This is an optimization exercise on Yosys and OpenROAD, whose aim is small area and a short achievable clock period, not a production implementation. Function was not checked in any run shown here: the RTL went through the layout flow alone. Power and IR drop assume default switching activity.

[flow/flow/run.sh]
#!/bin/bash
# Standard ORFS layout, with the port buffers made from buf_2 cells instead
# of the resizer's default pick. Each step's full log stays under orfs/logs/.
set -euo pipefail
bash standard.sh finish 'BUFFER_PORTS_ARGS=-buffer_cell sky130_fd_sc_hd__buf_2' > make_finish.log 2>&1
[flow/constraint.sdc]
create_clock -name core_clock -period 5.0 [get_ports {clk_40}]
set_input_delay 1.0000 -clock core_clock [delete_from_list [all_inputs] [get_ports {clk_40}]]
set_output_delay 1.0000 -clock core_clock [all_outputs]
set_load 0.01 [all_outputs]
[flow/design.v]
module fpadd_40_add #(parameter N = 26) (
  input  [N-1:0] a, b,
  input          ci,
  output [N-1:0] s
);
localparam L = $clog2(N);
wire [N-1:0] g [0:L];
wire [N-1:0] p [0:L];
assign g[0] = (a & b) | {{(N-1){1'b0}}, (a[0] ^ b[0]) & ci};
assign p[0] = a ^ b;
genvar l, i;
generate
  for (l = 0; l < L; l = l + 1) begin : lv
    for (i = 0; i < N; i = i + 1) begin : bt
      if ((i >> l) & 1) begin : mg
        localparam integer J = ((i >> l) << l) - 1;
        assign g[l+1][i] = g[l][i] | (p[l][i] & g[l][J]);
        assign p[l+1][i] = p[l][i] & p[l][J];
      end else begin : ps
        assign g[l+1][i] = g[l][i];
        assign p[l+1][i] = p[l][i];
      end
    end
  end
endgenerate
assign s = p[0] ^ {g[L][N-2:0], ci};
endmodule
module fpadd_40(x_40,y_40,res_40,clk_40,rst_40);
input  [31:0] x_40, y_40;
output [31:0] res_40;
input  clk_40, rst_40;
wire [7:0] ex = x_40[30:23];
wire [7:0] ey = y_40[30:23];
wire [7:0] dxy = ex - ey;                    
wire [7:0] dyx = ey - ex;                    
wire [4:0] cxy = (dxy > 8'd24) ? 5'd31 : dxy[4:0];    
wire [4:0] cyx = (dyx > 8'd24) ? 5'd31 : dyx[4:0];
wire       swap = y_40[30:0] > x_40[30:0];   
wire       hx   = |x_40[30:0];
wire       hy   = |y_40[30:0];
reg [22:0] fx1, fy1;
reg        hb1, sw1, sg1, sub1;
reg [7:0]  ea1;
reg [4:0]  d1;
always @(posedge clk_40) begin
  fx1  <= x_40[22:0];
  fy1  <= y_40[22:0];
  hb1  <= swap ? hx : hy;
  sw1  <= swap;
  ea1  <= swap ? ey : ex;
  d1   <= swap ? cyx : cxy;
  sg1  <= (swap ? y_40[31] : x_40[31]) & (hx | hy);
  sub1 <= x_40[31] ^ y_40[31];
end
wire [22:0] fa = sw1 ? fy1 : fx1;
wire [23:0] sb = {hb1, sw1 ? fx1 : fy1};
wire [24:0] b0 = {sb, 1'b0};
wire [24:0] b1 = d1[4] ? {16'd0, b0[24:16]} : b0;
wire [24:0] b2 = d1[3] ? { 8'd0, b1[24:8]}  : b1;
wire [24:0] b3 = d1[2] ? { 4'd0, b2[24:4]}  : b2;
wire [24:0] b4 = d1[1] ? { 2'd0, b3[24:2]}  : b3;
wire [24:0] b5 = d1[0] ? { 1'd0, b4[24:1]}  : b4;
reg [24:1] smask;
integer k;
always @(*) begin
  for (k = 1; k < 25; k = k + 1)
    smask[k] = (d1 > k) && (d1 <= k + 20) && (d1 <= 5'd24);
end
wire sticky = |(b0[24:1] & smask);
reg [22:0] fa2;
reg [24:0] bsh2;
reg [7:0]  ea2;
reg        st2, sg2, sub2;
always @(posedge clk_40) begin
  fa2 <= fa; bsh2 <= b5; ea2 <= ea1 + 8'd1;
  st2 <= sticky; sg2 <= sg1; sub2 <= sub1;
end
wire [25:0] s;
fpadd_40_add #(26) add (
  .a ({2'b01, fa2, 1'b0}),
  .b ({sub2, bsh2 ^ {25{sub2}}}),
  .ci(sub2 & ~st2),
  .s (s)
);
reg [25:0] s3;
reg [7:0]  e3;
reg        sg3;
always @(posedge clk_40) begin
  s3 <= s; e3 <= ea2; sg3 <= sg2;
end
wire [31:0] v = {s3, 6'd0};
wire [15:0] z1;  wire [15:0] c1;       
genvar g;
generate for (g = 0; g < 16; g = g + 1) begin : l1
  assign z1[g] = ~(v[2*g+1] | v[2*g]);
  assign c1[g] = ~v[2*g+1];
end endgenerate
wire [7:0] z2; wire [15:0] c2;         
generate for (g = 0; g < 8; g = g + 1) begin : l2
  assign z2[g] = z1[2*g+1] & z1[2*g];
  assign c2[2*g+1:2*g] = z1[2*g+1] ? {1'b1, c1[2*g]} : {1'b0, c1[2*g+1]};
end endgenerate
wire [3:0] z3; wire [11:0] c3;         
generate for (g = 0; g < 4; g = g + 1) begin : l3
  assign z3[g] = z2[2*g+1] & z2[2*g];
  assign c3[3*g+2:3*g] = z2[2*g+1] ? {1'b1, c2[4*g+1:4*g]} : {1'b0, c2[4*g+3:4*g+2]};
end endgenerate
wire [1:0] z4; wire [7:0] c4;          
generate for (g = 0; g < 2; g = g + 1) begin : l4
  assign z4[g] = z3[2*g+1] & z3[2*g];
  assign c4[4*g+3:4*g] = z3[2*g+1] ? {1'b1, c3[6*g+2:6*g]} : {1'b0, c3[6*g+5:6*g+3]};
end endgenerate
wire       nz = ~(z4[1] & z4[0]);
wire [4:0] lz = z4[1] ? {1'b1, c4[3:0]} : {1'b0, c4[7:4]};
wire [25:0] n1 = lz[4] ? {s3[9:0], 16'd0} : s3;
wire [25:0] n2 = lz[3] ? {n1[17:0], 8'd0} : n1;
wire [25:0] n3 = lz[2] ? {n2[21:0], 4'd0} : n2;
wire [25:0] n4 = lz[1] ? {n3[23:0], 2'd0} : n3;
wire [25:0] n5 = lz[0] ? {n4[24:0], 1'd0} : n4;
wire [5:0]  el = {1'b0, e3[4:0]} - {1'b0, lz};
wire [2:0]  eh = el[5] ? e3[7:5] - 3'd1 : e3[7:5];
wire [31:0] r  = {sg3 & nz, nz ? {eh, el[4:0]} : 8'd0, n5[24:2]};
reg [31:0] r4;
always @(posedge clk_40) r4 <= r;
assign res_40 = r4;
endmodule
[flow/standard.sh]
#!/bin/bash
# synth_recipe.tcl (not shown) runs the flow's synth.tcl, then flattens the netlist and writes it again
# the make line also repeats each setting of config.mk as NAME=value (left out here)
make -C /OpenROAD-flow-scripts/flow DESIGN_CONFIG=/design/flow/config.mk WORK_HOME=/design/flow/orfs CLKGATE_MAP_FILE= SYNTH_SCRIPT=/design/flow/synth_recipe.tcl "${@:-finish}"
[flow/config.mk]
export PLATFORM = sky130hd
export DESIGN_NAME = fpadd_40
export DESIGN_NICKNAME = fpadd_40
export VERILOG_FILES = /design/flow/design.v
export SDC_FILE = /design/flow/constraint.sdc
export NUM_CORES = 4
export LEC_CHECK = 0
export ABC_AREA = 1
export CAP_MARGIN = 20
export CORE_MARGIN = 2
export CORE_UTILIZATION = 40
export SETUP_SLACK_MARGIN = 2.2
export SLEW_MARGIN = 20
==> run summary, run 1 <==
Run status
The flow ran to the end and the layout has no timing, DRC or antenna violations.

Route
The first TritonRoute pass finished after 7 iterations. The final route contains 10.0k vias. The number of violations reported at the end of detailed-routing iteration 0 is 589. The detail route stage leaves a number of antenna-violating nets equal to 0. Dividing the detail-routed via count by the number of cells gives 5.05. Summed over all layers, the routed wires come to 29.6 mm. The DRC violation count after routing is 0. In the final routed layout, each cell accounts on average for 15.0 um.

Synthesis
Of all flip-flops after synthesis, the portion carrying an async set or reset was 0%. The most common cell in the netlist is nand2_1. The average instance in the mapped netlist occupies 7.00 um2. Of all cell types, the one taking the most synthesized area is dfxtp_1. Yosys attributes the largest share of cell area to dfxtp_1, nand2_1, nand3_1. The post-synthesis net count is 1681. The synthesized instance count is 1538. The mapped netlist covers 10800 um2. Sequential elements use 35.1% of the synthesized area. The count of warnings emitted by yosys is 2. Counting flops with a built-in enable in the synthesized netlist gives 0.

Summed over its instances, the top area cell type makes up 35.1% of the synthesized netlist area. Among all flip-flop cells after synthesis, the most frequent one is dfxtp_1. In this run, distinct cell masters in the synthesized netlist total 44.

Ranked by instance count, the synthesized netlist is headed by nand2_1, dfxtp_1, inv_1. In this run, synthesis produced a sequential element count of 189.

Hold path
In this run the most critical hold path is launched from sub1. The type of the tightest min-delay check is flip-flop to flip-flop.

Global routing
The number of antenna violations at the first check in global routing came to 2. The global-route wire length before repair is 46.9 mm. For this run the aggregate overflow at the end of global routing stands at 0.

Global routing consumed, over all layers together, 20.9% of the routing resources. The via count of the first global-routing pass was 9198. Entering global routing, the biggest net connects 62 pins.

Cells and area
Cells with a size suffix above 1 make up 12.3% of the layout. The area growth from synthesis to layout is 14.6%. The net count reported at finish is 1769. The area of all placed cells without fillers is 12300 um2.

The count of antenna diodes in the layout is 0. The final instance count without filler cells is 1980. The total of fill cells in the finished design is 2800. The final core utilization is 46.2%.

Pwr
The share of total power dissipated in combinational logic is 43.2%. In this run the power density over the cells is 512 nW/um2. The switching component of the power is 2.60 mW. Cell internal power was estimated by the tool at 3.72 mW.

In this run the static leakage power is 6.30 nW. The power share of the sequential group is 34.2%. The worst supply voltage drop on vdd is 0.000229 V. The clock network is responsible for 22.6% of the overall power. The proportion of total power due to net switching is 41.1%. Total power for the finished layout comes to 6.32 mW.

STA
The measured slew at the worst slew-check pin is 867 ps. The minimum hold slack is 325 ps. The final-report hold violation count is 0. The post-layout minimum cycle time is 2650 ps. The count of pins over their slew limit is 0. The final cycle utilization of the critical path is 53.1%. The total negative setup slack is 0 ps. The achievable clock frequency is 377 MHz.

The worst relative slew slack is 42.1%. The count of endpoints failing setup in the final report is 0. The clock skew is 15.7 ps. Setup repair after global routing left no endpoint under its margin.

The smallest setup slack after layout is 2350 ps.

CTS
TritonCTS built the clock tree. Clock-pin slew was measured on the worst setup and hold paths at 70 ps. The number of clock sinks is 189. The insertion delay of the later-clocked pin in the worst-skew pair is 440 ps. In this run the deepest clock path goes through 2 buffers. Clock tree synthesis selected as its root buffer the cell clkbuf_16.

CTS built an H-tree with a depth of 4. Counting the buffers created by CTS gives 17.

Die
In this run the vertical extent of the chip is 168 um. The die is 168 um wide. The core outline area is 26700 um2.

The full die area is 28300 um2. The initial utilization of the core area, before any placement, comes to 40.3%. In this run the count of I/O pins placed on the die edge is 98. Row generation in the floorplan step produced 60 rows.

Placement
At the end of routability-driven placement, the weighted congestion stood at 0.921. The instance count after placement with tap cells included is 1933. The area of placed instances is 11400 um2. Port buffering added 96 buffers. The wire-length estimate of the detail-placed layout is 23.3 mm.

OpenSTA, run right after detailed placement, puts the worst setup slack at 1450 ps.

Setup path
The worst register-to-register path begins at s3[21]. The type of the worst setup path is input pin to flip-flop. The worst-path cell with the longest stage delay is fa_1. The launching element of the worst setup path is x_40[23]. On the critical path the largest part of the delay comes from simple AND/OR/NAND/NOR gates.

In this design, the stage delay of the slowest critical-path cell is 420 ps. The kind of end point of the critical path is a flip-flop. The library cell appearing most often on the critical path is nand2_1. The largest fanout of any net on the critical path is 5. The critical path launch point type is an input pin.

The critical path required time is 5330 ps. At the worst endpoint, the arrival time is 2980 ps. The critical path goes through buf_2 > inv_1 > ha_1 > fa_1 > inv_1 > nand2_1 > nand2_1 > xor2_1 > nor2_1 > nor2_1 > nand4_1 > nand2_1 > nand2_1. The combined buffer and inverter count along the critical path is 3.

Run
Across the run, the number of max-cap violations was 0.
[layout make-up]
type                       instances  area, um2  share of cell area, %
multi-input combinational       1120       6140                   49.8
sequential                       189       3790                   30.7
inverter                         184        703                   5.70
timing repair buffer             112        628                   5.09
clock buffer                      18        439                   3.56
tap                              341        427                   3.46
clock inverter                    14        200                   1.62
timing repair inverter             2       12.5                  0.101
[power by group through the flow]
stage / registers, mW / clock network (mW) / logic, mW
2_1_floorplan: 2.16 / 0 / 1.97
3_3_place_gp: 2.19 / 0 / 2.57
3_5_place_dp: 2.19 / 0 / 2.59
4_1_cts: 2.16 / 1.47 / 2.67
5_1_grt: 2.20 / 1.54 / 3.14
6_report: 2.16 / 1.43 / 2.73
[worst register-to-register path, cell delays in order (launching register included)]
cell and delay, ps:
dfxtp_1 330, nor2_1 110, nand2_1 130, nor2_4 160, buf_12 150, nand2_4 90
inv_4 110, nand2_4 100, nand2_8 130, ha_1 270, a21oi_1 140, o21ai_0 140
nand2_1 80, nand2_1 80, a21oi_4 180, nand2_1 90, o21ai_0 150, a21oi_1 50
[what timing repair did]
| item | CTS | global route |
|---|---|---|
| gates cloned | 2 | 4 |
| setup buffers | 2 | 7 |
| endpoints found under the setup margin | 31 | 39 |
| hold buffers | 0 | 0 |
| pin swaps | 2 | 7 |
| resized for setup | 13 | 20 |
[registers in the layout, summed over array words and instances (netlist names), 5 cells and up]
signal  cells
e3          8
fa2        23
fy1        23
ea1         8
r4         32
ea2         8
d1          5
s3         26
bsh2       25
fx1        23
[layout by cell type, fill, tap and decap left out, drive strengths merged]
master / instances
clkbuf: 20
a22oi: 3
o21a: 5
nor2: 80
o2111ai: 6
xnor2: 8
o21ai: 107
a21oi: 55
o22ai: 12
buf: 110
inv: 185
a221oi: 1
nand2: 467
xor2: 37
a31oi: 2
nand3: 177
ha: 69
dfxtp: 189
and2: 4
nand4: 27
nor4: 13
o221ai: 2
clkinvlp: 4
clkinv: 8
o21bai: 6
a21o: 7
or2: 5
nor3: 7
nand3b: 6
fa: 8
o211ai: 6
bufinv: 3
[final timing paths]
kind	end	slack [ps]	cells after the start
min reg2reg	sub2	330	0
max reg2reg	r4[30]	2400	17
max	d1[2]	2350	13
min	sub2	330	0
[routing by layer]
layer | vias up | share of wire, % | global-route usage, %
met1 | 4498 | 46 | 27.0
met2 | 254 | 48 | 35.9
li1 | 5202 | - | -
met4 | 0 | 2.5 | 6.52
met3 | 47 | 4.3 | 3.43
met5 | - | 0 | 0
[cells by family (layout without fill, tap and decap cells)]
| group | after synthesis | after routing | synth area share, % |
|---|---|---|---|
| AND/OR/NAND/NOR | 783 | 786 | 31.7 |
| adder cells (fa/ha/maj) | 77 | 77 | 9.50 |
| XOR/XNOR | 45 | 45 | 3.66 |
| flip-flops | 189 | 189 | 35.1 |
| buffers and inverters | 232 | 330 | 8.98 |
| AO/OA/AOI/OAI | 212 | 212 | 11.0 |
==> inputs of run 2 (changes only) <==
--- a/flow/config.mk
+++ b/flow/config.mk
@@ -11,3 +11,3 @@
 export CORE_UTILIZATION = 40
-export SETUP_SLACK_MARGIN = 2.2
+export SETUP_SLACK_MARGIN = 3.0
 export SLEW_MARGIN = 20
==> run summary, run 2 <==
Placement
The area of placed instances was 11700 um2 (+2.1%). The weighted congestion at the end of routability-driven global placement is 0.944 (+2.5%). The number of buffers inserted by port buffering is 96 (unchanged).

The detailed placement HPWL came to 22.9 mm (-1.6%).

Global routing
The via count of the first global-routing pass is 10.6k (+15%). The total routing resource utilization after global routing is 23.7% (+2.8 points). The met3 usage came to 3.55% (+0.12 points). The global-route wire length before repair is 53.0 mm (+13%).

In this run the most used layer during global routing was met2. The total congestion overflow is 0 (unchanged). The number of antenna violations at the first check in global routing is 3 (+1). The global-route met1 utilization is 28.1% (+1.1 points). The met2 usage in global routing was 41.6% (+5.7 points). The largest net degree at the start of global routing is 31 (-50%).

Synthesis
The commonest cells after synthesis are nand2_1, dfxtp_1, inv_1. The synthesized instance count is 1538 (unchanged). The flip-flop and latch count after synthesis is 189 (unchanged).

The fraction of synthesis flops using an asynchronous set or reset pin is 0% (unchanged). The post-synthesis net count was 1681 (unchanged). In the synthesized netlist the dominant register cell turns out to be dfxtp_1. Yosys instantiated no cell more often than nand2_1.

The library cell occupying the most area in the post-synthesis netlist is dfxtp_1. The number of synthesized flops with an enable pin is 0 (unchanged). The count of warnings emitted by yosys is 2 (unchanged). The summed instance area of the synthesized netlist is 10800 um2 (unchanged).

The area share of the leading cell type in the synthesized netlist was 35.1% (unchanged). The sequential fraction of the synthesis area is 35.1% (unchanged). The number of distinct library cell variants in the gate-level netlist after synthesis came to 44 (unchanged).

The mean instance size in the synthesized netlist came to 7.00 um2 (unchanged). Ranked by total cell area, the synthesized netlist is headed by dfxtp_1, nand2_1, nand3_1.

Route
The detailed-route vias per instance is 5.25 (+3.9%). The routed length per placed instance came to 16.4 um (+9.3%). The final routed wirelength across all metal layers came to 34.2 mm (+16%).

The number of nets with antenna violations after detailed routing is 0 (unchanged). The DRC violation count after routing was 0 (unchanged). The count of TritonRoute iterations in the first routing pass is 6 (-1). The number of violations reported at the end of detailed-routing iteration 0 was 682 (+16%). The via count is 11.0k (+9.8%).

Setup path
The largest fanout of any net on the critical path is 5 (unchanged). The combined buffer and inverter count along the critical path is 4 (+1). The type of the worst setup path is flip-flop to flip-flop.

The largest incremental delay on the critical path is 510 ps (+90 ps). Traced cell by cell, the critical path runs through xor2_4 > ha_4 > inv_2 > fa_2 > inv_2 > nand2_2 > nand2_2 > o21ai_4 > o21ai_4 > nand3_2 > nand2_4 > inv_2 > fa_2 > inv_1. The critical path required time is 5330 ps (about the same).

The launch point of the worst reg-to-reg path is sub2. The critical path launch point type is a flip-flop. The worst-path cell with the longest stage delay is fa_2. The category of cells accounting for the largest share of critical-path delay is adder cells. The library cell appearing most often on the critical path is inv_2. The worst reg2reg path endpoint is s3[16]. The data arrival time at the worst-slack endpoint is 2840 ps (-140 ps). The register-to-register setup slack is 2490 ps (+90 ps). The worst-case reg-to-reg path depth is 14 (-3). The kind of end point of the critical path is a flip-flop.

Die
The count of boundary I/O pins was 98 (unchanged). The vertical die dimension was 168 um (unchanged). The number of placement rows came to 60 (unchanged). The initial standard-cell utilization of the core is 40.3% (unchanged). The full die area came to 28300 um2 (unchanged). The die outline width came to 168 um (unchanged).

The core outline area is 26700 um2 (unchanged).

Cells and area
The area growth from synthesis to layout is 38.9%. The share of post-route cells with drive strength above 1 was 31.7% (+19 points). The flip-flop count of the largest register after layout is 32 (unchanged). The register ranked first by flip-flop count is r4.

Leaving out fill and tap cells, the most frequent cell in the layout is nand2_1. The largest registers in the layout are r4 (32), s3 (26), bsh2 (25). The library cells used most frequently in the layout, excluding fill and tap cells, are nand2_1, dfxtp_1, nand3_1, inv_1, buf_4. The net count reported at finish is 1881 (+6.3%). The area of all placed cells without fillers is 15000 um2 (+21%).

CTS
The insertion delay of the later-clocked pin in the worst-skew pair is 440 ps (about the same). The number of levels the H-tree was split into is 4 (unchanged). The buffer levels on the longest clock path is 2 (unchanged). The clock slew seen by the registers of the worst setup and hold paths is 70 ps (about the same). The number of clock sinks is 189 (unchanged). TritonCTS built the clock tree. The library cell used as clock root buffer is clkbuf_16. The number of buffers inserted by hold repair at cts is 0 (unchanged). The number of buffers inserted during clock tree synthesis is 17 (unchanged).

STA
The worst relative slew slack was 61.6% (+19 points). The post-layout minimum cycle time is 2510 ps (-142 ps). The final-report hold violation count is 0 (unchanged). The measured slew at the worst slew-check pin came to 570 ps (-297 ps). The final cycle utilization of the critical path is 50.2% (-2.8 points).

Setup repair after global routing could not meet its margin everywhere. The total negative setup slack was 0 ps (unchanged). The count of endpoints failing setup in the final report was 0 (unchanged). The achievable clock frequency is 398 MHz (+5.7%). The count of pins over their slew limit was 0 (unchanged). The clock skew is 16.8 ps (+1.11 ps).

Pwr
The total power after layout was 7.30 mW (+15%). The power per standard cell area came to 488 nW/um2 (-4.8%). The worst supply voltage drop on vdd came to 0.000267 V (+16%).

The reported leakage power came to 7.22 nW (+15%).

Hold path
The type of the tightest min-delay check is flip-flop to flip-flop. The path with the worst hold slack has its endpoint at sub2. The startpoint identified for the worst hold timing path is sub1.

The cell count of the worst hold path is 0 (unchanged).

Run status
The run finished with no timing, DRC or antenna violations.

Run
The max capacitance violation total came to 0 (unchanged).
[run 2: changes by cell type in the layout (fill, tap and decap cells not counted), sizes merged]
cell,delta
diode,+1
clkbuf,-1
buf,+106
bufbuf,+1
clkinv,-3
clkinvlp,+2
nand2,+4
inv,+2
nor2,+1
[run 2: timing repair]
| item | CTS | global route |
|---|---|---|
| buffers inserted | 76 | 38 |
| resized for setup | 271 | 175 |
| pin swaps | 82 | 70 |
| endpoints found under the setup margin | 92 | 83 |
| gates cloned | 12 | 1 |
[run 2: worst max path at each step]
stage	startpoint	endpoint	slack (ps)	cells after the start
2_1_floorplan	sub2	s3[17]	2420	16
3_3_place_gp	x_40[14]	ea1[7]	1970	12
3_5_place_dp	x_40[14]	ea1[7]	1920	12
4_1_cts	sub2	s3[16]	2530	15
5_1_grt	bsh2[0]	s3[16]	2370	14
6_report	sub2	s3[16]	2490	14
[run 2: final cells by class]
| cell class | count | area (um2) |
|---|---|---|
| repair buffers | 217 | 1800 |
| fillers | 2448 | 11800 |
| clock buffers | 19 | 443 |
| diodes | 1 | 2.50 |
| inverters | 184 | 781 |
| repair inverters | 4 | 26.3 |
| multi-input cells | 1125 | 7460 |
| flip-flops and latches | 189 | 3850 |
| well taps | 341 | 427 |
| clock inverters | 13 | 178 |
[run 2: where the power goes]
| group | internal [mW] | switching [mW] | leakage (nW) |
|---|---|---|---|
| registers | 1.95 | 0.302 | 1.59 |
| logic | 1.47 | 2.15 | 5.33 |
| clock network | 0.815 | 0.612 | 0.303 |
| total | 4.23 | 3.06 | 7.22 |
[run 2: metrics by stage]
stage          instances  setup WS, ps  hold WS, ps  utilization [%]
2_1_floorplan       1538          2420          310                -
5_1_grt             2092          2370          328             56.0
4_1_cts             2053          2530          325             52.2
6_report            2093          2490          325             56.0
3_5_place_dp        1933          1920          312             43.7
3_3_place_gp        1933          1970          312             43.7
[run 2: kinds of logic after synthesis]
group | after synthesis | share of synthesized area [%]
adders and majority gates | 77 | 9.50
xor gates and xnor gates | 45 | 3.66
DFF | 189 | 35.1
buffers and inverters | 232 | 8.98
AOI/OAI and AO/OA | 212 | 11.0
and+or+nand+nor | 783 | 31.7
[run 2: worst reg2reg max path, delay by kind of cell (launching register included)]
kind,cells,cell delay [ps]
AO/OA/AOI/OAI,2,280
AND/OR/NAND/NOR,4,340
XOR/XNOR,1,210
flip-flops,1,430
adder cells (fa/ha/maj),3,990
buffers and inverters,4,170
[run 2: routing by layer]
| metal | wire, um | share of wire [%] |
|---|---|---|
| met1 | 13900 | 41 |
| met2 | 16900 | 49 |
| met3 | 1780 | 5.2 |
| met4 | 1700 | 5.0 |
| met5 | 14 | 0.041 |
==> inputs of run 3 (changes only) <==
--- a/flow/config.mk
+++ b/flow/config.mk
@@ -11,3 +11,3 @@
 export CORE_UTILIZATION = 40
-export SETUP_SLACK_MARGIN = 3.0
+export SETUP_SLACK_MARGIN = 2.6
 export SLEW_MARGIN = 20
==> run summary, run 3 <==
Run status
The flow ran to the end and the layout has no timing, DRC or antenna violations.

CTS
The insertion delay of the later-clocked pin in the worst-skew pair is 430 ps (about the same). The number of buffers inserted by hold repair at cts is 0 (unchanged). The number of buffers inserted during clock tree synthesis was 17 (unchanged). The TritonCTS clock tree is built. The number of levels the H-tree was split into was 4 (unchanged).

The number of clock sinks is 189 (unchanged). The buffer levels on the longest clock path is 2 (unchanged). The clock slew seen by the registers of the worst setup and hold paths is 70 ps (about the same).

The library cell used as clock root buffer is clkbuf_16.

Synthesis
Among all flip-flop cells after synthesis, the most frequent one is dfxtp_1. The mean instance size in the synthesized netlist is 7.00 um2 (unchanged). The commonest cells after synthesis are nand2_1, dfxtp_1, inv_1. The post-synthesis net count is 1681 (unchanged). The summed instance area of the synthesized netlist is 10800 um2 (unchanged). The number of distinct library cell variants in the gate-level netlist after synthesis is 44 (unchanged). The number of synthesized flops with an enable pin is 0 (unchanged). Yosys attributes the largest share of cell area to dfxtp_1, nand2_1, nand3_1.

Yosys instantiated no cell more often than nand2_1. The count of warnings emitted by yosys is 2 (unchanged). The flip-flop and latch count after synthesis is 189 (unchanged).

The sequential fraction of the synthesis area is 35.1% (unchanged). The area share of the leading cell type in the synthesized netlist came to 35.1% (unchanged). dfxtp_1 takes more of the synthesized area than any other cell.

The fraction of synthesis flops using an asynchronous set or reset pin is 0% (unchanged). The synthesized instance count is 1538 (unchanged).

STA
Setup repair after global routing could not meet its margin everywhere. The worst relative slew slack is 53.4% (-8.2 points). The achievable clock frequency is 413 MHz (+3.7%). The count of pins over their slew limit was 0 (unchanged). The post-layout minimum cycle time is 2420 ps (-90.4 ps). The count of endpoints failing setup in the final report is 0 (unchanged). The smallest setup slack after layout is 2580 ps (+90.4 ps).

The minimum hold slack came to 325 ps (-0.192 ps). The measured slew at the worst slew-check pin is 692 ps (+122 ps). The final cycle utilization of the critical path is 48.4% (-1.8 points). The final-report hold violation count is 0 (unchanged).

The clock skew is 16.8 ps (-0.0356 ps). The total negative setup slack is 0 ps (unchanged).

Route
The DRC violation count after routing is 0 (unchanged). The number of violations reported at the end of detailed-routing iteration 0 was 579 (-15%). The count of TritonRoute iterations in the first routing pass is 7 (+1).

The via count is 10.3k (-6.2%). The number of nets with antenna violations after detailed routing is 0 (unchanged). The final routed wirelength across all metal layers was 30.7 mm (-10%). The routed length per placed instance came to 15.2 um (-7.3%). The detailed-route vias per instance is 5.09 (-2.9%).

Pwr
The worst supply voltage drop on vdd came to 0.000229 V (-14%). The power per standard cell area is 498 nW/um2 (+2.2%). The total power after layout is 6.55 mW (-10%).

The reported leakage power is 6.56 nW (-9.2%).

Die
The vertical die dimension is 168 um (unchanged). The full die area came to 28300 um2 (unchanged). The core outline area came to 26700 um2 (unchanged). The number of placement rows was 60 (unchanged). The initial standard-cell utilization of the core came to 40.3% (unchanged). The count of boundary I/O pins is 98 (unchanged). The die outline width is 168 um (unchanged).

Cells and area
The top cell types in the final layout, fill and taps aside, are nand2_1, dfxtp_1, nand3_1, inv_1, buf_2. The most common library cell in the layout ignoring fill and taps is nand2_1. The net count reported at finish came to 1811 (-3.7%). Counting flops per register, the top entry is r4. In the final layout, the registers with the most flip-flops are r4 (32), s3 (26), bsh2 (25). Compared with the post-synthesis result, the final layout area differs by 21.9%.

The share of post-route cells with drive strength above 1 is 20.0% (-12 points). The flip-flop count of the largest register after layout is 32 (unchanged). The count of antenna diodes in the layout was 0 (-1).

Placement
The post-placement worst setup slack is 1690 ps (-238 ps). The weighted congestion at the end of routability-driven global placement is 0.929 (-1.6%). The detailed placement HPWL came to 23.2 mm (+1.2%). The number of buffers inserted by port buffering came to 96 (unchanged).

Global routing
The total congestion overflow is 0 (unchanged). The number of antenna violations at the first check in global routing is 0 (-3). The largest net degree at the start of global routing is 63 (+100%). The total routing resource utilization after global routing is 21.3% (-2.4 points). The global-route wire length before repair is 48.1 mm (-9.4%). The via count of the first global-routing pass is 9494 (-10%).

Hold path
The cell count of the worst hold path came to 0 (unchanged). The tightest min-delay check is of the flip-flop to flip-flop type.

Run
The max capacitance violation total was 0 (unchanged).

Setup path
The worst-case reg-to-reg path depth is 14 (unchanged). The data arrival time at the worst-slack endpoint came to 2750 ps (-90 ps). STA classifies the critical path startpoint as a flip-flop. The largest fanout of any net on the critical path is 4 (-1). The critical path required time is 5330 ps (about the same). The type of the worst setup path is flip-flop to flip-flop.

The kind of end point of the critical path is a flip-flop.
run 3: cell types whose count changed in the layout (fill, tap and decap cells not counted), moves of 23 or more:
cell     before  now
nand2_2      47   20
nand2_1     391  438
buf_2        67   90
buf_6        40    3
buf_4        93   56
run 3: worst paths after layout:
kind,start,to,slack [ps]
worst min register to register,ea2[0],e3[0],330
worst max-delay path,sub2,s3[16],2580
worst min-delay path,ea2[0],e3[0],330
worst max register to register,sub2,s3[16],2580
run 3: critical path: stages (launching register included):
cell	delay, ps
dfxtp_4	380
xor2_1	170
ha_2	190
inv_2	30
fa_2	320
inv_2	70
nand2_2	50
nand2_2	70
o21ai_4	70
o21ai_4	200
nand3_2	110
nand2_4	100
inv_2	40
fa_2	500
inv_1	30
run 3: kinds of logic (layout without fill, tap and decap cells):
| kind of cell | count (synthesis) | in the layout | share of synthesized area [%] |
|---|---|---|---|
| AOI/OAI and AO/OA | 212 | 212 | 11.0 |
| DFF | 189 | 189 | 35.1 |
| xor gates and xnor gates | 45 | 45 | 3.66 |
| and+or+nand+nor | 783 | 789 | 31.7 |
| buffers and inverters | 232 | 369 | 8.98 |
| adders and majority gates | 77 | 77 | 9.50 |
run 3: layout make-up:
| type | count | area, um2 |
|---|---|---|
| fill | 2707 | 13600 |
| multi-input combinational | 1123 | 6640 |
| clock buffer | 17 | 425 |
| inverter | 184 | 732 |
| tap | 341 | 427 |
| timing repair inverter | 2 | 16.3 |
| sequential | 189 | 3800 |
| timing repair buffer | 151 | 950 |
| clock inverter | 15 | 149 |
run 3: through the flow:
stage	instances	utilization, %	cell area, um2
after floorplan	1538	-	11000
after global placement	1934	43.5	11600
after detailed placement	1934	43.5	11600
after CTS	1991	46.9	12500
after global routing	2022	49.1	13100
final	2022	49.1	13100
run 3: report_power, final:
part,internal [mW],total (mW),switching (mW)
Clock,0.662,1.29,0.628
Combinational,1.20,3.09,1.89
Sequential,1.92,2.17,0.247
run 3: repair_timing:
item                                   CTS  global route
pin swaps                               18            45
endpoints found under the hold margin    0             0
gates resized for setup                 47            88
buffers inserted                        19            28
setup endpoints to repair               80            50
cloned                                   6             3
run 3: metal layers:
metal	routed length [um]	share of wire, %	track usage [%]
met1	13400	44	26.9
met2	14700	48	36.4
met3	1390	4.5	2.89
met4	1130	3.7	9.67
met5	0	0	0
==> inputs of run 4 (changes only) <==
--- a/flow/config.mk
+++ b/flow/config.mk
@@ -11,2 +11,4 @@
 export CORE_UTILIZATION = 40
+export CTS_BUF_LIST = sky130_fd_sc_hd__clkbuf_8
+export CTS_CLUSTER_SIZE = 24
 export SETUP_SLACK_MARGIN = 2.6
==> run summary, run 4 <==
Setup path
The startpoint identified for the worst register-to-register timing path is sub2. STA classifies the critical path startpoint as a flip-flop. The data arrival time at the worst-slack endpoint is 2800 ps (+50 ps). The largest fanout of any net on the critical path is 4 (unchanged). The worst register-to-register path ends at s3[16]. In this run the worst setup path begins at sub2. The register-to-register setup slack is 2570 ps (about the same). The type of the worst setup path is flip-flop to flip-flop. The critical path required time is 5370 ps (+40 ps). The kind of end point of the critical path is a flip-flop. The worst-case reg-to-reg path depth is 14 (unchanged).

Pwr
The worst supply voltage drop on vdd came to 0.000189 V (-18%). The cell internal power dissipation is 3.48 mW (-8.1%). The switching component of the power is 2.72 mW (-1.6%).

The power per standard cell area was 485 nW/um2 (-2.8%). The proportion of total power due to net switching is 43.9% (+1.7 points). The part of the total power dissipated in combinational logic came to 49.6% (+2.4 points).

The reported leakage power is 6.40 nW (-2.4%). The power share of the sequential group is 35.0% (+1.9 points). The clock network power share is 15.5% (-4.2 points).

Synthesis
The multiplexer share of the synthesized area is 0% (unchanged). The number of distinct library cell variants in the gate-level netlist after synthesis is 44 (unchanged). The number of synthesized flops with an enable pin is 0 (unchanged).

The most common cell in the netlist is nand2_1. The flip-flop and latch count after synthesis was 189 (unchanged). The post-synthesis net count came to 1681 (unchanged). The area share of xor/xnor cells in the synthesized design is 3.66% (unchanged). The commonest cells after synthesis are nand2_1, dfxtp_1, inv_1. The area share of the leading cell type in the synthesized netlist is 35.1% (unchanged). The fraction of synthesis flops using an asynchronous set or reset pin is 0% (unchanged).

The mean instance size in the synthesized netlist is 7.00 um2 (unchanged). The most used flip-flop cell after synthesis is dfxtp_1. The library cell occupying the most area in the post-synthesis netlist is dfxtp_1. The sequential fraction of the synthesis area is 35.1% (unchanged).

The synthesized instance count is 1538 (unchanged). The synthesized-area fraction occupied by ao, oa, aoi and oai cells is 11.0% (unchanged). The count of warnings emitted by yosys is 2 (unchanged).

The post-synthesis simple-gate area fraction is 31.7% (unchanged). The adder-cell area share of the yosys netlist is 9.50% (unchanged). Yosys attributes the largest share of cell area to dfxtp_1, nand2_1, nand3_1. By area, the combinational part of the netlist is dominated by simple AND/OR/NAND/NOR gates. The summed instance area of the synthesized netlist was 10800 um2 (unchanged).

Hold path
For hold timing, the worst endpoint is sub2. The startpoint identified for the worst hold timing path is sub1. The worst hold path belongs to the class flip-flop to flip-flop.

The cell count of the worst hold path is 0 (unchanged).

Route
The sum of met3 wire segment lengths after detailed routing came to 1.12 mm (-19%). The detailed-route vias per instance was 5.12 (+0.48%). The length of routed wiring on met1 came to 13.6 mm (+1.6%). The DRC violation count after routing is 0 (unchanged). The number of violations reported at the end of detailed-routing iteration 0 was 499 (-14%). The count of TritonRoute iterations in the first routing pass is 5 (-2). The met2 wire length came to 14.6 mm (-0.77%). The via count is 10.3k (+0.078%).

Signal routing reaches up to met4. The final routed wirelength across all metal layers is 30.5 mm (-0.72%). The routed length per placed instance is 15.1 um (-0.33%). The number of nets with antenna violations after detailed routing came to 0 (unchanged).

Cells and area
The area of the multi-input gates is 6550 um2 (-1.3%). In the final layout, the registers with the most flip-flops are r4 (32), s3 (26), bsh2 (25). The net count reported at finish is 1803 (-0.44%).

The final instance count without filler cells came to 2014 (-0.40%). The register ranked first by flip-flop count is r4. The area of all placed cells without fillers was 12800 um2 (-2.7%).

The area growth from synthesis to layout is 18.7%. The total of fill cells in the finished design came to 2735 (+1.0%). The library cell used most frequently in the layout, excluding fill and tap cells, is nand2_1. The count of antenna diodes in the layout came to 0 (unchanged).

The share of post-route cells with drive strength above 1 is 19.0% (-0.98 points). Leaving out fill and tap cells, the most frequent cells in the layout are nand2_1, dfxtp_1, nand3_1, inv_1, buf_2. The flip-flop count of the largest register after layout came to 32 (unchanged). The sequential cell area is 3800 um2 (about the same).

STA
The final cycle utilization of the critical path is 48.7% (+0.25 points). The worst relative slew slack is 52.0% (-1.4 points). The final-report hold violation count came to 0 (unchanged). Setup repair after global routing could not meet its margin everywhere. The measured slew at the worst slew-check pin is 713 ps (+20.7 ps). The clock skew is 20.2 ps (+3.40 ps).

The total negative setup slack came to 0 ps (unchanged). The post-layout minimum cycle time is 2430 ps (+12.7 ps). The count of pins over their slew limit is 0 (unchanged).

The achievable clock frequency is 411 MHz (-0.52%). The count of endpoints failing setup in the final report was 0 (unchanged).

Die
The vertical die dimension is 168 um (unchanged). The full die area is 28300 um2 (unchanged). The number of placement rows is 60 (unchanged).

The count of boundary I/O pins is 98 (unchanged). The initial standard-cell utilization of the core was 40.3% (unchanged). The core outline area was 26700 um2 (unchanged). The die outline width was 168 um (unchanged).

Global routing
The total routing resource utilization after global routing is 21.3% (-0.023 points). The largest net degree at the start of global routing was 63 (unchanged). The number of antenna violations at the first check in global routing is 0 (unchanged). The via count of the first global-routing pass was 9461 (-0.35%). The total congestion overflow is 0 (unchanged).

The global-route wire length before repair is 48.1 mm (+0.17%).

CTS
The number of clock sinks was 189 (unchanged). The clock slew seen by the registers of the worst setup and hold paths came to 100 ps (+30 ps). The number of buffers inserted during clock tree synthesis is 17 (unchanged).

The number of levels the H-tree was split into was 4 (unchanged). The library cell used as clock root buffer is clkbuf_8. The insertion delay of the later-clocked pin in the worst-skew pair is 460 ps (+30 ps). The TritonCTS clock tree is built.

The buffer levels on the longest clock path was 2 (unchanged).

Run status
The flow ran to the end and the layout has no timing, DRC or antenna violations.

Placement
The detailed placement HPWL is 23.2 mm (unchanged). The instance count after placement with tap cells included is 1934 (unchanged). The area of placed instances is 11600 um2 (unchanged). The weighted congestion at the end of routability-driven global placement is 0.929 (unchanged). The number of buffers inserted by port buffering came to 96 (unchanged).

Run
The max capacitance violation total is 0 (unchanged).
-- run 4: cell types whose count changed in the layout (fill, tap and decap cells not counted), moves of 3 or more --
cell	before	now
clkbuf_8	0	17
buf_2	90	93
inv_2	14	11
nand2_1	438	442
buf_4	56	45
nor2_2	10	13
inv_1	161	164
clkbuf_16	18	1
nand2_2	20	17
-- run 4: metrics by stage --
step	hold WS (ps)	setup slack, ps	util (%)	power (mW)
detailed placement	312	1690	43.5	4.82
CTS	329	2550	46.3	5.98
global route	336	2440	47.8	6.72
global placement	311	1690	43.5	4.80
finish	329	2570	47.8	6.20
floorplan	310	2420	-	4.17
-- run 4: power by group through the flow --
| stage | clock [mW] | combinational [mW] | sequential (mW) |
|---|---|---|---|
| 3_3_place_gp | 0 | 2.63 | 2.17 |
| 3_5_place_dp | 0 | 2.64 | 2.17 |
| 6_report | 0.957 | 3.07 | 2.17 |
| 5_1_grt | 1.05 | 3.46 | 2.20 |
| 4_1_cts | 0.986 | 2.85 | 2.14 |
| 2_1_floorplan | 0 | 2.01 | 2.16 |
-- run 4: repair_timing --
item / CTS / global route
pin swaps: 18 / 32
hold buffers: 0 / 0
resized for setup: 50 / 64
buffers inserted: 21 / 18
setup endpoints to repair: 74 / 51
cloned: 6 / 3
-- run 4: worst max-delay path, cell delays in order, from the launching register on --
cell     delay, ps
dfxtp_4        390
xor2_1         170
ha_2           190
inv_2           30
fa_2           330
inv_2           70
nand2_2         50
nand2_2         70
o21ai_4         70
o21ai_4        210
nand3_2        120
nand2_4         80
inv_2           40
fa_2           500
inv_1           30
-- run 4: cells by family (layout without fill, tap and decap cells) --
logic type,after synthesis,count (layout)
xor gates and xnor gates,45,45
buffers and inverters,232,361
AOI/OAI and AO/OA,212,212
DFF,189,189
adders and majority gates,77,77
and+or+nand+nor,783,789
-- run 4: worst max path at each step --
stage             end  slack, ps
2_1_floorplan  s3[17]       2420
3_3_place_gp   r4[27]       1690
3_5_place_dp   r4[27]       1690
4_1_cts        r4[27]       2550
5_1_grt        r4[27]       2440
6_report       s3[16]       2570
-- run 4: per-layer routing --
layer,track usage [%],vias up
li1,-,5264
met1,27.1,4695
met2,36.8,287
met3,2.68,63
met4,8.58,0
met5,0,-
-- run 4: final cells by class --
class                           instances  share of cell area, %
Clock buffer                           17                   1.83
Clock inverter                         15                   1.16
Inverter                              184                   5.72
Multi-Input combinational cell       1123                   51.2
Sequential cell                       189                   29.7
Tap cell                              341                   3.34
Timing Repair Buffer                  143                   6.87
Timing Repair inverter                  2                  0.127
==> inputs of run 5 (changes only) <==
--- a/flow/config.mk
+++ b/flow/config.mk
@@ -12,3 +12,4 @@
 export CTS_BUF_LIST = sky130_fd_sc_hd__clkbuf_8
-export CTS_CLUSTER_SIZE = 24
+export CTS_CLUSTER_DIAMETER = 150
+export CTS_CLUSTER_SIZE = 50
 export SETUP_SLACK_MARGIN = 2.6
==> run summary, run 5 <==
Run
The max capacitance violation total was 0 (unchanged).

CTS
The clock slew seen by the registers of the worst setup and hold paths is 100 ps (about the same). The number of clock sinks is 189 (unchanged). The buffer levels on the longest clock path is 2 (unchanged). The library cell used as clock root buffer is clkbuf_8. The number of buffers inserted during clock tree synthesis is 17 (unchanged). The insertion delay of the later-clocked pin in the worst-skew pair is 460 ps (about the same). The TritonCTS clock tree is built.

The number of levels the H-tree was split into is 4 (unchanged).

Synthesis
By area the synthesized netlist is led by dfxtp_1, nand2_1, nand3_1. The leading register cell type out of synthesis is dfxtp_1. The library cell occupying the most area in the post-synthesis netlist is dfxtp_1. The combinational family with the most area after synthesis is simple AND/OR/NAND/NOR gates. The summed instance area of the synthesized netlist is 10800 um2 (unchanged). The number of synthesized flops with an enable pin came to 0 (unchanged). The mean instance size in the synthesized netlist is 7.00 um2 (unchanged). The synthesized instance count came to 1538 (unchanged).

After synthesis, the most frequently instantiated cells are nand2_1, dfxtp_1, inv_1. The multiplexer share of the synthesized area is 0% (unchanged). The area share of the leading cell type in the synthesized netlist came to 35.1% (unchanged). The count of warnings emitted by yosys is 2 (unchanged). The area share of xor/xnor cells in the synthesized design is 3.66% (unchanged). The flip-flop and latch count after synthesis is 189 (unchanged). The sequential fraction of the synthesis area was 35.1% (unchanged).

The most common cell in the netlist is nand2_1. The post-synthesis net count is 1681 (unchanged). The fraction of synthesis flops using an asynchronous set or reset pin is 0% (unchanged). The synthesized-area fraction occupied by ao, oa, aoi and oai cells is 11.0% (unchanged).

The number of distinct library cell variants in the gate-level netlist after synthesis is 44 (unchanged). The post-synthesis simple-gate area fraction came to 31.7% (unchanged). The adder-cell area share of the yosys netlist is 9.50% (unchanged).

STA
The count of pins over their slew limit is 0 (unchanged). The final cycle utilization of the critical path is 48.7% (unchanged). The count of endpoints failing setup in the final report was 0 (unchanged).

The achievable clock frequency is 411 MHz (unchanged). The smallest setup slack after layout was 2570 ps (unchanged). The clock skew is 20.2 ps (unchanged). The total negative setup slack is 0 ps (unchanged).

The measured slew at the worst slew-check pin is 713 ps (unchanged). The minimum hold slack is 329 ps (unchanged). The worst relative slew slack is 52.0% (unchanged). The post-layout minimum cycle time is 2430 ps (unchanged).

Setup repair after global routing could not meet its margin everywhere. The final-report hold violation count was 0 (unchanged).

Setup path
The worst-path cell with the longest stage delay is fa_2. The data arrival time at the worst-slack endpoint is 2800 ps (about the same). The critical path goes through xor2_1 > ha_2 > inv_2 > fa_2 > inv_2 > nand2_2 > nand2_2 > o21ai_4 > o21ai_4 > nand3_2 > nand2_4 > inv_2 > fa_2 > inv_1. The critical path required time is 5370 ps (about the same). The cell that appears most often on the critical path is inv_2. STA classifies the critical path endpoint as a flip-flop. The largest incremental delay on the critical path came to 500 ps (about the same). The largest fanout of any net on the critical path is 4 (unchanged). The critical path launch point type is a flip-flop. The critical path is of the flip-flop to flip-flop type.

Cells and area
The area growth from synthesis to layout is 18.7% (unchanged). The count of antenna diodes in the layout came to 0 (unchanged). The largest registers in the layout are r4 (32), s3 (26), bsh2 (25). The flip-flop count of the largest register after layout is 32 (unchanged). The net count reported at finish is 1803 (unchanged). The total of fill cells in the finished design is 2735 (unchanged). The sequential cell area is 3800 um2 (unchanged). The library cell used most frequently in the layout, excluding fill and tap cells, is nand2_1. The final core utilization is 47.8% (unchanged). The area of the multi-input gates is 6550 um2 (unchanged). In the layout the commonest cells are nand2_1, dfxtp_1, nand3_1, inv_1, buf_2. The share of post-route cells with drive strength above 1 is 19.0% (unchanged).

The register ranked first by flip-flop count is r4.

Route
The count of TritonRoute iterations in the first routing pass is 5 (unchanged). The final routed wirelength across all metal layers was 30.5 mm (unchanged). The via count was 10.3k (unchanged). The DRC violation count after routing is 0 (unchanged). The detailed-route vias per instance is 5.12 (unchanged). The number of violations reported at the end of detailed-routing iteration 0 is 499 (unchanged). The number of nets with antenna violations after detailed routing came to 0 (unchanged).

The routed length per placed instance is 15.1 um (unchanged).

Die
The initial standard-cell utilization of the core is 40.3% (unchanged). The number of placement rows is 60 (unchanged). The core outline area came to 26700 um2 (unchanged). The full die area is 28300 um2 (unchanged).

The count of boundary I/O pins is 98 (unchanged). The die outline width came to 168 um (unchanged). The vertical die dimension is 168 um (unchanged).

Pwr
The reported leakage power is 6.40 nW (unchanged). The power per standard cell area is 485 nW/um2 (unchanged). The worst supply voltage drop on vdd is 0.000189 V (unchanged).

Global routing
The via count of the first global-routing pass is 9461 (unchanged). The total routing resource utilization after global routing is 21.3% (unchanged). The largest net degree at the start of global routing was 63 (unchanged). The global-route wire length before repair is 48.1 mm (unchanged). The total congestion overflow is 0 (unchanged). The number of antenna violations at the first check in global routing is 0 (unchanged).

Placement
The number of buffers inserted by port buffering came to 96 (unchanged). The post-placement worst setup slack came to 1690 ps (unchanged). The weighted congestion at the end of routability-driven global placement came to 0.929 (unchanged).

The detailed placement HPWL is 23.2 mm (unchanged).

Run status
The flow ran to the end and the layout has no timing, DRC or antenna violations.

Hold path
The type of the tightest min-delay check is flip-flop to flip-flop.
[run 5: worst max-delay path: cells and delay by family, from the launching register on]
kind | cells | cell delay [ps]
adders and majority gates | 3 | 1020
DFF | 1 | 390
and+or+nand+nor | 4 | 320
AOI/OAI and AO/OA | 2 | 280
xor gates and xnor gates | 1 | 170
buffers and inverters | 4 | 170
[run 5: area by class of cell]
type | count | share of cell area (%)
inverter | 184 | 5.72
timing repair inverter | 2 | 0.127
sequential | 189 | 29.7
clock inverter | 15 | 1.16
tap | 341 | 3.34
multi-input combinational | 1123 | 51.2
clock buffer | 17 | 1.83
timing repair buffer | 143 | 6.87
[run 5: per-stage QoR]
stage,power [mW],area (um2),instances
floorplan,4.17,11000,1538
global placement,4.80,11600,1934
detailed placement,4.82,11600,1934
CTS,5.98,12400,1993
global route,6.72,12800,2014
finish,6.20,12800,2014
[run 5: power by group]
part	internal, mW	switching [mW]
logic	1.19	1.89
registers	1.92	0.245
clock network	0.369	0.588
total	3.48	2.72
[run 5: path summary, 6_finish.rpt]
check / from / to / slack, ps / depth (start not counted)
setup reg to reg: sub2 / s3[16] / 2570 / 14
hold / removal: sub1 / sub2 / 330 / 0
setup / recovery: sub2 / s3[16] / 2570 / 14
hold reg to reg: sub1 / sub2 / 330 / 0
[run 5: cell families after synthesis]
logic type,after synthesis
DFF,189
AOI/OAI and AO/OA,212
adders and majority gates,77
and+or+nand+nor,783
buffers and inverters,232
xor gates and xnor gates,45
[run 5: timing repair]
item | 4_1_cts | 5_1_grt
pin swaps | 18 | 32
buffers inserted | 21 | 18
resized for setup | 50 | 64
gates cloned | 6 | 3
endpoints found under the setup margin | 74 | 51
hold buffers | 0 | 0
[run 5: per-layer routing]
metal | vias up | track usage [%] | share of wire, %
li1 | 5264 | - | -
met1 | 4695 | 27.1 | 45
met2 | 287 | 36.8 | 48
met3 | 63 | 2.68 | 3.7
met4 | 0 | 8.58 | 3.5
met5 | - | 0 | 0
==> inputs of run 6 (changes only) <==
--- a/flow/config.mk
+++ b/flow/config.mk
@@ -10,6 +10,3 @@
 export CORE_MARGIN = 2
-export CORE_UTILIZATION = 40
-export CTS_BUF_LIST = sky130_fd_sc_hd__clkbuf_8
-export CTS_CLUSTER_DIAMETER = 150
-export CTS_CLUSTER_SIZE = 50
+export CORE_UTILIZATION = 60
 export SETUP_SLACK_MARGIN = 2.6
==> run summary, run 6 <==
Synthesis
The fraction of synthesis flops using an asynchronous set or reset pin was 0% (unchanged). Sorting the synthesized cells by area gives the leading types as dfxtp_1, nand2_1, nand3_1. By count the netlist is led by nand2_1, dfxtp_1, inv_1. The library cell occupying the most area in the post-synthesis netlist is dfxtp_1. The summed instance area of the synthesized netlist is 10800 um2 (unchanged).

The area share of the leading cell type in the synthesized netlist is 35.1% (unchanged). The adder-cell area share of the yosys netlist is 9.50% (unchanged). The sequential fraction of the synthesis area is 35.1% (unchanged).

The synthesized instance count is 1538 (unchanged). The multiplexer share of the synthesized area is 0% (unchanged). The flip-flop and latch count after synthesis is 189 (unchanged). The number of synthesized flops with an enable pin is 0 (unchanged). The synthesized-area fraction occupied by ao, oa, aoi and oai cells is 11.0% (unchanged). The number of distinct library cell variants in the gate-level netlist after synthesis came to 44 (unchanged). The leading register cell type out of synthesis is dfxtp_1.

The post-synthesis simple-gate area fraction is 31.7% (unchanged). The mean instance size in the synthesized netlist is 7.00 um2 (unchanged). The area share of xor/xnor cells in the synthesized design is 3.66% (unchanged). The post-synthesis net count is 1681 (unchanged). By instance count, the leading cell after synthesis is nand2_1. The count of warnings emitted by yosys came to 2 (unchanged). By area, the combinational part of the netlist is dominated by simple AND/OR/NAND/NOR gates.

Global routing
The largest net degree at the start of global routing is 63 (unchanged). The total routing resource utilization after global routing is 31.1% (+9.8 points). The global-route wire length before repair is 45.8 mm (-4.9%). The number of antenna violations at the first check in global routing is 1 (+1).

The total congestion overflow is 0 (unchanged). The via count of the first global-routing pass was 9448 (-0.14%).

Cells and area
r4 holds more flip-flops than any other register. The total of fill cells in the finished design came to 1413 (-48%). The final core utilization is 73.7% (+26 points). The count of antenna diodes in the layout is 0 (unchanged). The final instance count without filler cells is 1895 (-5.9%). The library cell used most frequently in the layout, excluding fill and tap cells, is nand2_1. The net count reported at finish was 1800 (-0.17%). Leaving out fill and tap cells, the most frequent cells in the layout are nand2_1, dfxtp_1, nand3_1, inv_1, buf_2. The share of post-route cells with drive strength above 1 is 18.6% (-0.39 points). The flip-flop count of the largest register after layout is 32 (unchanged). The largest registers in the layout are r4 (32), s3 (26), bsh2 (25). The area growth from synthesis to layout is 19.1%.

Placement
The number of buffers inserted by port buffering is 96 (unchanged). The instance count after placement with tap cells included is 1816 (-6.1%). The detailed placement HPWL came to 21.7 mm (-6.5%). The weighted congestion at the end of routability-driven global placement is 0.983 (+5.9%).

Setup path
The largest incremental delay on the critical path is 520 ps (+20 ps). The largest fanout of any net on the critical path was 5 (+1). The critical path launch point type is a flip-flop. The data arrival time at the worst-slack endpoint is 2830 ps (+30 ps).

On the critical path, the stage with the largest delay is an instance of fa_2. The kind of end point of the critical path is a flip-flop. The critical path required time is 5330 ps (-40 ps). The critical path goes through inv_4 > nor2_4 > ha_2 > inv_2 > fa_2 > inv_2 > nand2_2 > nand2_2 > o21ai_4 > o21ai_4 > nand3_2 > nand2_4 > inv_2 > fa_2 > inv_2. In this design, the critical path's most frequently occurring cell is inv_2.

The type of the worst setup path is flip-flop to flip-flop.

Pwr
The proportion of total power due to net switching is 42.4% (-1.5 points). The reported leakage power is 6.50 nW (+1.5%). The power per standard cell area is 514 nW/um2 (+6.0%). The power share of the sequential group came to 33.1% (-1.9 points). The part of the total power dissipated in combinational logic is 46.6% (-3.0 points).

The cell internal power dissipation is 3.80 mW (+9.2%). The clock network power share was 20.3% (+4.8 points). The worst supply voltage drop on vdd is 0.000366 V (+94%). The switching component of the power was 2.80 mW (+2.8%).

CTS
The number of buffers inserted by hold repair at cts was 0 (unchanged). The number of levels the H-tree was split into is 4 (unchanged). The insertion delay of the later-clocked pin in the worst-skew pair is 430 ps (-30 ps). The number of buffers inserted during clock tree synthesis came to 17 (unchanged). The number of clock sinks is 189 (unchanged).

The buffer levels on the longest clock path is 2 (unchanged). The clock slew seen by the registers of the worst setup and hold paths came to 70 ps (-30 ps). The library cell used as clock root buffer is clkbuf_16. TritonCTS built the clock tree.

STA
Setup repair after global routing could not meet its margin everywhere. The count of pins over their slew limit came to 0 (unchanged). The final-report hold violation count was 0 (unchanged).

The measured slew at the worst slew-check pin is 803 ps (+90.2 ps). The final cycle utilization of the critical path was 49.9% (+1.2 points). The clock skew was 17.0 ps (-3.19 ps). The worst relative slew slack is 46.2% (-5.8 points). The achievable clock frequency is 401 MHz (-2.5%). The count of endpoints failing setup in the final report is 0 (unchanged).

The total negative setup slack was 0 ps (unchanged). The post-layout minimum cycle time was 2500 ps (+61.6 ps).

Route
The count of TritonRoute iterations in the first routing pass is 5 (unchanged). The DRC violation count after routing is 0 (unchanged). The number of nets with antenna violations after detailed routing is 0 (unchanged). The routed length per placed instance is 15.7 um (+4.1%). The detailed-route vias per instance was 5.58 (+8.9%).

The via count is 10.6k (+2.5%). The number of violations reported at the end of detailed-routing iteration 0 came to 799 (+60%). The final routed wirelength across all metal layers was 29.8 mm (-2.1%).

Die
The full die area was 19000 um2 (-33%). The vertical die dimension is 138 um (-18%). The number of placement rows is 48 (-20%). The die outline width came to 138 um (-18%). The core outline area is 17400 um2 (-35%). The count of boundary I/O pins came to 98 (unchanged). The initial standard-cell utilization of the core is 61.8% (+22 points).

Run
The max capacitance violation total came to 0 (unchanged).

Hold path
The type of the tightest min-delay check is flip-flop to flip-flop.

Run status
The flow ran to the end and the layout has no timing, DRC or antenna violations.
[run 6: cell counts after synthesis]
No cell type changed its count.
[run 6: path summary, 6_finish.rpt]
kind,start,to,slack (ps),cells after the start
min,ea2[6],e3[6],330,0
min reg2reg,ea2[6],e3[6],330,0
max,sub2,s3[16],2500,15
max reg2reg,sub2,s3[16],2500,15
[run 6: cells by family (layout without fill, tap and decap cells)]
| family | after synthesis | after routing |
|---|---|---|
| xor gates and xnor gates | 45 | 45 |
| buffers and inverters | 232 | 359 |
| adders and majority gates | 77 | 77 |
| and+or+nand+nor | 783 | 788 |
| DFF | 189 | 189 |
| AOI/OAI and AO/OA | 212 | 212 |
[run 6: worst max-delay path, delay by kind of cell, from the launching register on]
kind                     cells  cell delay (ps)
AO/OA/AOI/OAI                2              290
AND/OR/NAND/NOR              5              440
adder cells (fa/ha/maj)      3             1020
buffers and inverters        5              240
flip-flops                   1              410
[run 6: repair_timing]
action                     CTS  global route
gates cloned                 6             1
setup endpoints to repair   70            50
pin swaps                   18            37
buffers inserted            17            23
resized for setup           48            71
[run 6: final cells by class]
class,count,area [um2],area share [%]
Clock inverter,14,156,1.22
Multi-Input combinational cell,1122,6540,50.9
Clock buffer,18,439,3.42
Timing Repair inverter,2,16.3,0.127
Tap cell,225,282,2.19
Timing Repair Buffer,141,861,6.71
Inverter,184,736,5.73
Sequential cell,189,3810,29.7
[run 6: power by group through the flow]
stage	Combinational (mW)	Clock [mW]	Sequential, mW
6_report	3.07	1.34	2.18
5_1_grt	3.41	1.42	2.23
4_1_cts	2.85	1.36	2.15
3_5_place_dp	2.64	0	2.17
3_3_place_gp	2.60	0	2.16
2_1_floorplan	2.01	0	2.16
[run 6: per-layer routing]
| layer | GRT usage [%] | part of all wire (%) | vias up |
|---|---|---|---|
| met3 | 5.41 | 7.2 | 85 |
| met1 | 38.9 | 42 | 4745 |
| met5 | 0 | 0 | - |
| li1 | - | - | 5270 |
| met2 | 52.2 | 47 | 468 |
| met4 | 14.8 | 3.5 | 0 |
[run 6: through the flow]
stage	hold WS, ps	worst slack [ps]	total power [mW]	instance area, um2
6_report	326	2500	6.59	12800
5_1_grt	334	2380	7.06	12800
4_1_cts	328	2510	6.36	12400
3_5_place_dp	313	1680	4.81	11500
3_3_place_gp	310	1760	4.76	11500
2_1_floorplan	310	2420	4.17	11000
==> inputs of run 7 (changes only) <==
--- a/flow/design.v
+++ b/flow/design.v
@@ -1,3 +1,3 @@
 module fpadd_40_add #(parameter N = 26) (
-  input  [N-1:0] a, b,
+  input  [N-1:0] p0, g0,
   input          ci,
@@ -8,4 +8,4 @@
 wire [N-1:0] p [0:L];
-assign g[0] = (a & b) | {{(N-1){1'b0}}, (a[0] ^ b[0]) & ci};
-assign p[0] = a ^ b;
+assign g[0] = g0 | {{(N-1){1'b0}}, p0[0] & ci};
+assign p[0] = p0;
 genvar l, i;
@@ -25,3 +25,3 @@
 endgenerate
-assign s = p[0] ^ {g[L][N-2:0], ci};
+assign s = p0 ^ {g[L][N-2:0], ci};
 endmodule
@@ -69,9 +69,13 @@
 wire sticky = |(b0[24:1] & smask);
-reg [22:0] fa2;
-reg [24:0] bsh2;
+wire [25:0] aw = {2'b01, fa, 1'b0};
+wire [25:0] bw = {sub1, b5 ^ {25{sub1}}};
+wire [25:0] pw = aw ^ bw;
+wire [25:0] gw = aw & bw;
+reg [25:0] p2;
+reg [23:1] g2;            
 reg [7:0]  ea2;
-reg        st2, sg2, sub2;
+reg        ci2, sg2;
 always @(posedge clk_40) begin
-  fa2 <= fa; bsh2 <= b5; ea2 <= ea1 + 8'd1;
-  st2 <= sticky; sg2 <= sg1; sub2 <= sub1;
+  p2 <= pw; g2 <= gw[23:1]; ea2 <= ea1 + 8'd1;
+  ci2 <= sub1 & ~sticky; sg2 <= sg1;
 end
@@ -79,5 +83,5 @@
 fpadd_40_add #(26) add (
-  .a ({2'b01, fa2, 1'b0}),
-  .b ({sub2, bsh2 ^ {25{sub2}}}),
-  .ci(sub2 & ~st2),
+  .p0(p2),
+  .g0({1'b0, ~p2[24], g2, 1'b0}),
+  .ci(ci2),
   .s (s)
--- a/flow/config.mk
+++ b/flow/config.mk
@@ -10,3 +10,5 @@
 export CORE_MARGIN = 2
-export CORE_UTILIZATION = 60
+export CORE_UTILIZATION = 40
+export CTS_BUF_LIST = sky130_fd_sc_hd__clkbuf_8
+export CTS_CLUSTER_SIZE = 24
 export SETUP_SLACK_MARGIN = 2.6
==> run summary, run 7 <==
STA
The smallest setup slack after layout is 2700 ps (+199 ps). The final cycle utilization of the critical path is 45.9% (-4.0 points). The post-layout minimum cycle time came to 2300 ps (-199 ps). The count of endpoints failing setup in the final report is 0 (unchanged). The clock skew came to 23.6 ps (+6.63 ps). Setup repair after global routing left no endpoint under its margin. The measured slew at the worst slew-check pin is 894 ps (+91.2 ps). The final-report hold violation count came to 0 (unchanged). The worst relative slew slack is 39.8% (-6.4 points). The count of pins over their slew limit came to 0 (unchanged). The achievable clock frequency is 436 MHz (+8.7%).

The total negative setup slack came to 0 ps (unchanged).

CTS
In this run the clock root is driven by a clkbuf_8. The number of buffers inserted by hold repair at cts is 0 (unchanged). The clock slew seen by the registers of the worst setup and hold paths is 110 ps (+40 ps). The number of buffers inserted during clock tree synthesis is 17 (unchanged). The TritonCTS clock tree is built.

The buffer levels on the longest clock path is 2 (unchanged). The insertion delay of the later-clocked pin in the worst-skew pair is 470 ps (+40 ps). The number of clock sinks was 189 (unchanged). The number of levels the H-tree was split into was 4 (unchanged).

Hold path
The tightest min-delay check is of the flip-flop to flip-flop type.

Synthesis
The count of warnings emitted by yosys is 2 (unchanged). The flip-flop and latch count after synthesis was 189 (unchanged). The mean instance size in the synthesized netlist was 6.85 um2 (-2.1%). The number of synthesized flops with an enable pin is 0 (unchanged). The post-synthesis net count is 1747 (+3.9%). The summed instance area of the synthesized netlist was 11000 um2 (+2.0%). For this run, the leading register cell type out of synthesis is dfxtp_1. The synthesized design spends more area on one cell type than any other, namely dfxtp_1.

The fraction of synthesis flops using an asynchronous set or reset pin was 0% (unchanged). The combinational family with the most area after synthesis is simple AND/OR/NAND/NOR gates. The commonest cells after synthesis are nand2_1, nand3_1, dfxtp_1.

The area share of the leading cell type in the synthesized netlist was 34.4% (-0.69 points). The adder-cell area share of the yosys netlist is 9.09% (-0.41 points). The synthesized instance count is 1603 (+4.2%). The area share of xor/xnor cells in the synthesized design came to 2.79% (-0.87 points). In the post-synthesis netlist, the biggest area contributors are dfxtp_1, nand2_1, nand3_1. The number of distinct library cell variants in the gate-level netlist after synthesis is 45 (+2.3%). The multiplexer share of the synthesized area is 0% (unchanged). The synthesized-area fraction occupied by ao, oa, aoi and oai cells is 9.20% (-1.8 points). The sequential fraction of the synthesis area came to 34.4% (-0.69 points).

The most common cell in the synthesized netlist is nand2_1. The post-synthesis simple-gate area fraction is 36.1% (+4.4 points).

Cells and area
The count of antenna diodes in the layout is 0 (unchanged). The area of all placed cells without fillers is 12800 um2 (-0.51%). The area of the multi-input gates is 6640 um2 (+1.6%).

The share of post-route cells with drive strength above 1 came to 16.9% (-1.7 points). Leaving out fill and tap cells, the most frequent cells in the layout are nand2_1, nand3_1, dfxtp_1, inv_1, buf_2. The total of fill cells in the finished design is 2788 (+97%). The flip-flop count of the largest register after layout is 32 (unchanged).

The sequential cell area is 3830 um2 (+0.46%). The area growth from synthesis to layout is 16.2%. Leaving out fill and tap cells, the most frequent cell in the layout is nand2_1. The net count reported at finish is 1853 (+2.9%).

The register ranked first by flip-flop count is r4. In the final layout, the registers with the most flip-flops are r4 (32), p2 (26), s3 (26).

Route
The detailed-route vias per instance came to 5.10 (-8.6%). The final routed wirelength across all metal layers came to 31.5 mm (+5.7%). The count of TritonRoute iterations in the first routing pass came to 5 (unchanged). The via count came to 10.5k (-0.50%). The number of violations reported at the end of detailed-routing iteration 0 is 667 (-17%). The routed length per placed instance is 15.3 um (-2.9%). The number of nets with antenna violations after detailed routing is 0 (unchanged). The DRC violation count after routing is 0 (unchanged).

Global routing
The total routing resource utilization after global routing is 21.8% (-9.3 points). The largest net degree at the start of global routing was 43 (-32%). The global-route wire length before repair is 49.4 mm (+8.0%). The total congestion overflow is 0 (unchanged). The global-route met1 utilization is 29.8% (-9.1 points).

The via count of the first global-routing pass was 9415 (-0.35%). The met2 usage in global routing is 35.7% (-17 points). The met3 usage is 2.82% (-2.6 points). The peak-usage layer in the global routing report is met2. The number of antenna violations at the first check in global routing is 0 (-1).

Setup path
The critical path required time is 5370 ps (+40 ps). The largest fanout of any net on the critical path came to 5 (unchanged). The combined buffer and inverter count along the critical path is 3 (-2). On the critical path the largest part of the delay comes from simple AND/OR/NAND/NOR gates. The critical path goes through buf_2 > inv_2 > ha_4 > fa_2 > inv_2 > nand2_1 > nand2_1 > xor2_1 > nor2_1 > nor2_2 > nand4_1 > nand2_1 > nand2_1. The largest incremental delay on the critical path is 400 ps (-120 ps). Counting stages on the worst path, the most repeated cell is nand2_1.

The register-to-register setup slack is 2710 ps (+210 ps). The data arrival time at the worst-slack endpoint is 2660 ps (-170 ps). The critical path is of the input pin to flip-flop type. The critical path launch point type is an input pin. The kind of end point of the critical path is a flip-flop. The worst-path cell with the longest stage delay is fa_2.

Pwr
The worst supply voltage drop on vdd was 0.000195 V (-47%). The reported leakage power came to 6.51 nW (+0.18%). The power per standard cell area is 488 nW/um2 (-5.0%).

Placement
The area of placed instances is 11700 um2 (+2.0%). The weighted congestion at the end of routability-driven global placement is 0.953 (-3.1%). The detailed placement HPWL came to 23.9 mm (+10%). The post-placement worst setup slack was 1470 ps (-218 ps). The number of buffers inserted by port buffering is 96 (unchanged).

Die
The initial standard-cell utilization of the core is 40.8% (-21 points). The count of boundary I/O pins was 98 (unchanged). The number of placement rows is 60 (+25%). The full die area is 28800 um2 (+51%). The core outline area came to 27000 um2 (+55%). The vertical die dimension came to 170 um (+23%). The die outline width is 170 um (+23%).

Run
The max capacitance violation total is 0 (unchanged).

Run status
The flow ran to the end and the layout has no timing, DRC or antenna violations.
## run 7: area by class of cell
class / count / share of cell area [%]
inverter: 161 / 5.19
sequential: 189 / 30.0
tap: 341 / 3.34
clock buffer: 17 / 1.83
timing repair buffer: 129 / 5.76
timing repair inverter: 4 / 0.225
multi-input combinational: 1207 / 52.0
clock inverter: 15 / 1.71
## run 7: worst paths after layout
check        startpoint      to  cells past startpoint
min reg2reg      ea2[2]   e3[2]                      0
min              ea2[2]   e3[2]                      0
max            x_40[23]   d1[1]                     13
max reg2reg         sw1  p2[12]                      7
## run 7: logic make-up after synthesis
group / count (synthesis)
compound gates: 181
xor+xnor: 35
fa+ha+maj: 78
flops: 189
simple gates: 906
buf+inv: 214
## run 7: where the power goes
group,switching (mW),internal (mW)
logic,1.77,1.03
clock network,0.623,0.482
registers,0.337,2.00
total,2.73,3.50
## run 7: metal layers
layer	vias up	wire, um	share of wire, %
li1	5442	-	-
met1	4743	14600	46
met2	286	14600	46
met3	44	1540	4.9
met4	0	792	2.5
met5	-	0	0
## run 7: what timing repair did
action,in CTS,in global routing
cloned,7,4
gates resized for setup,42,68
pin swaps,10,27
buffers inserted,9,19
hold endpoints to repair,0,0
setup endpoints to repair,94,60
## run 7: metrics by stage
step	utilization, %	cells	total power, mW	hold slack, ps
finish	47.4	2063	6.23	334
global route	47.4	2063	6.77	326
floorplan	-	1603	4.19	310
global placement	43.4	1992	4.87	311
detailed placement	43.4	1992	4.89	312
CTS	45.9	2040	6.11	331

[separate check: timing with driven ports]
No port has a modelled driver above. Below, the same layouts with a new extraction and two added sets of constraints.
Step 1: set_driving_cell puts a clkbuf_16 on clk_40 and a buf_2 on each other input, an assumption about the parent block.
Step 2 also shifts input and output timing later by t, the mid clock arrival at the registers, as if the neighbouring blocks saw the same clock.
Slacks: no drivers / after step 1 / after step 2; pairs: no drivers / after step 1.
run | shift t [ns] | slack for setup (ns)
run 1 | 0.477 | 2.347 / 2.374 / 1.897
run 2 | 0.479 | 2.489 / 2.489 / 2.203
run 3 | 0.472 | 2.579 / 2.579 / 2.187
run 4 | 0.498 | 2.567 / 2.567 / 2.153
run 5 | 0.498 | 2.567 / 2.567 / 2.153
run 6 | 0.477 | 2.505 / 2.505 / 2.193
run 7 | 0.512 | 2.704 / 2.711 / 2.217
After both steps setup and hold are still met in every run listed.
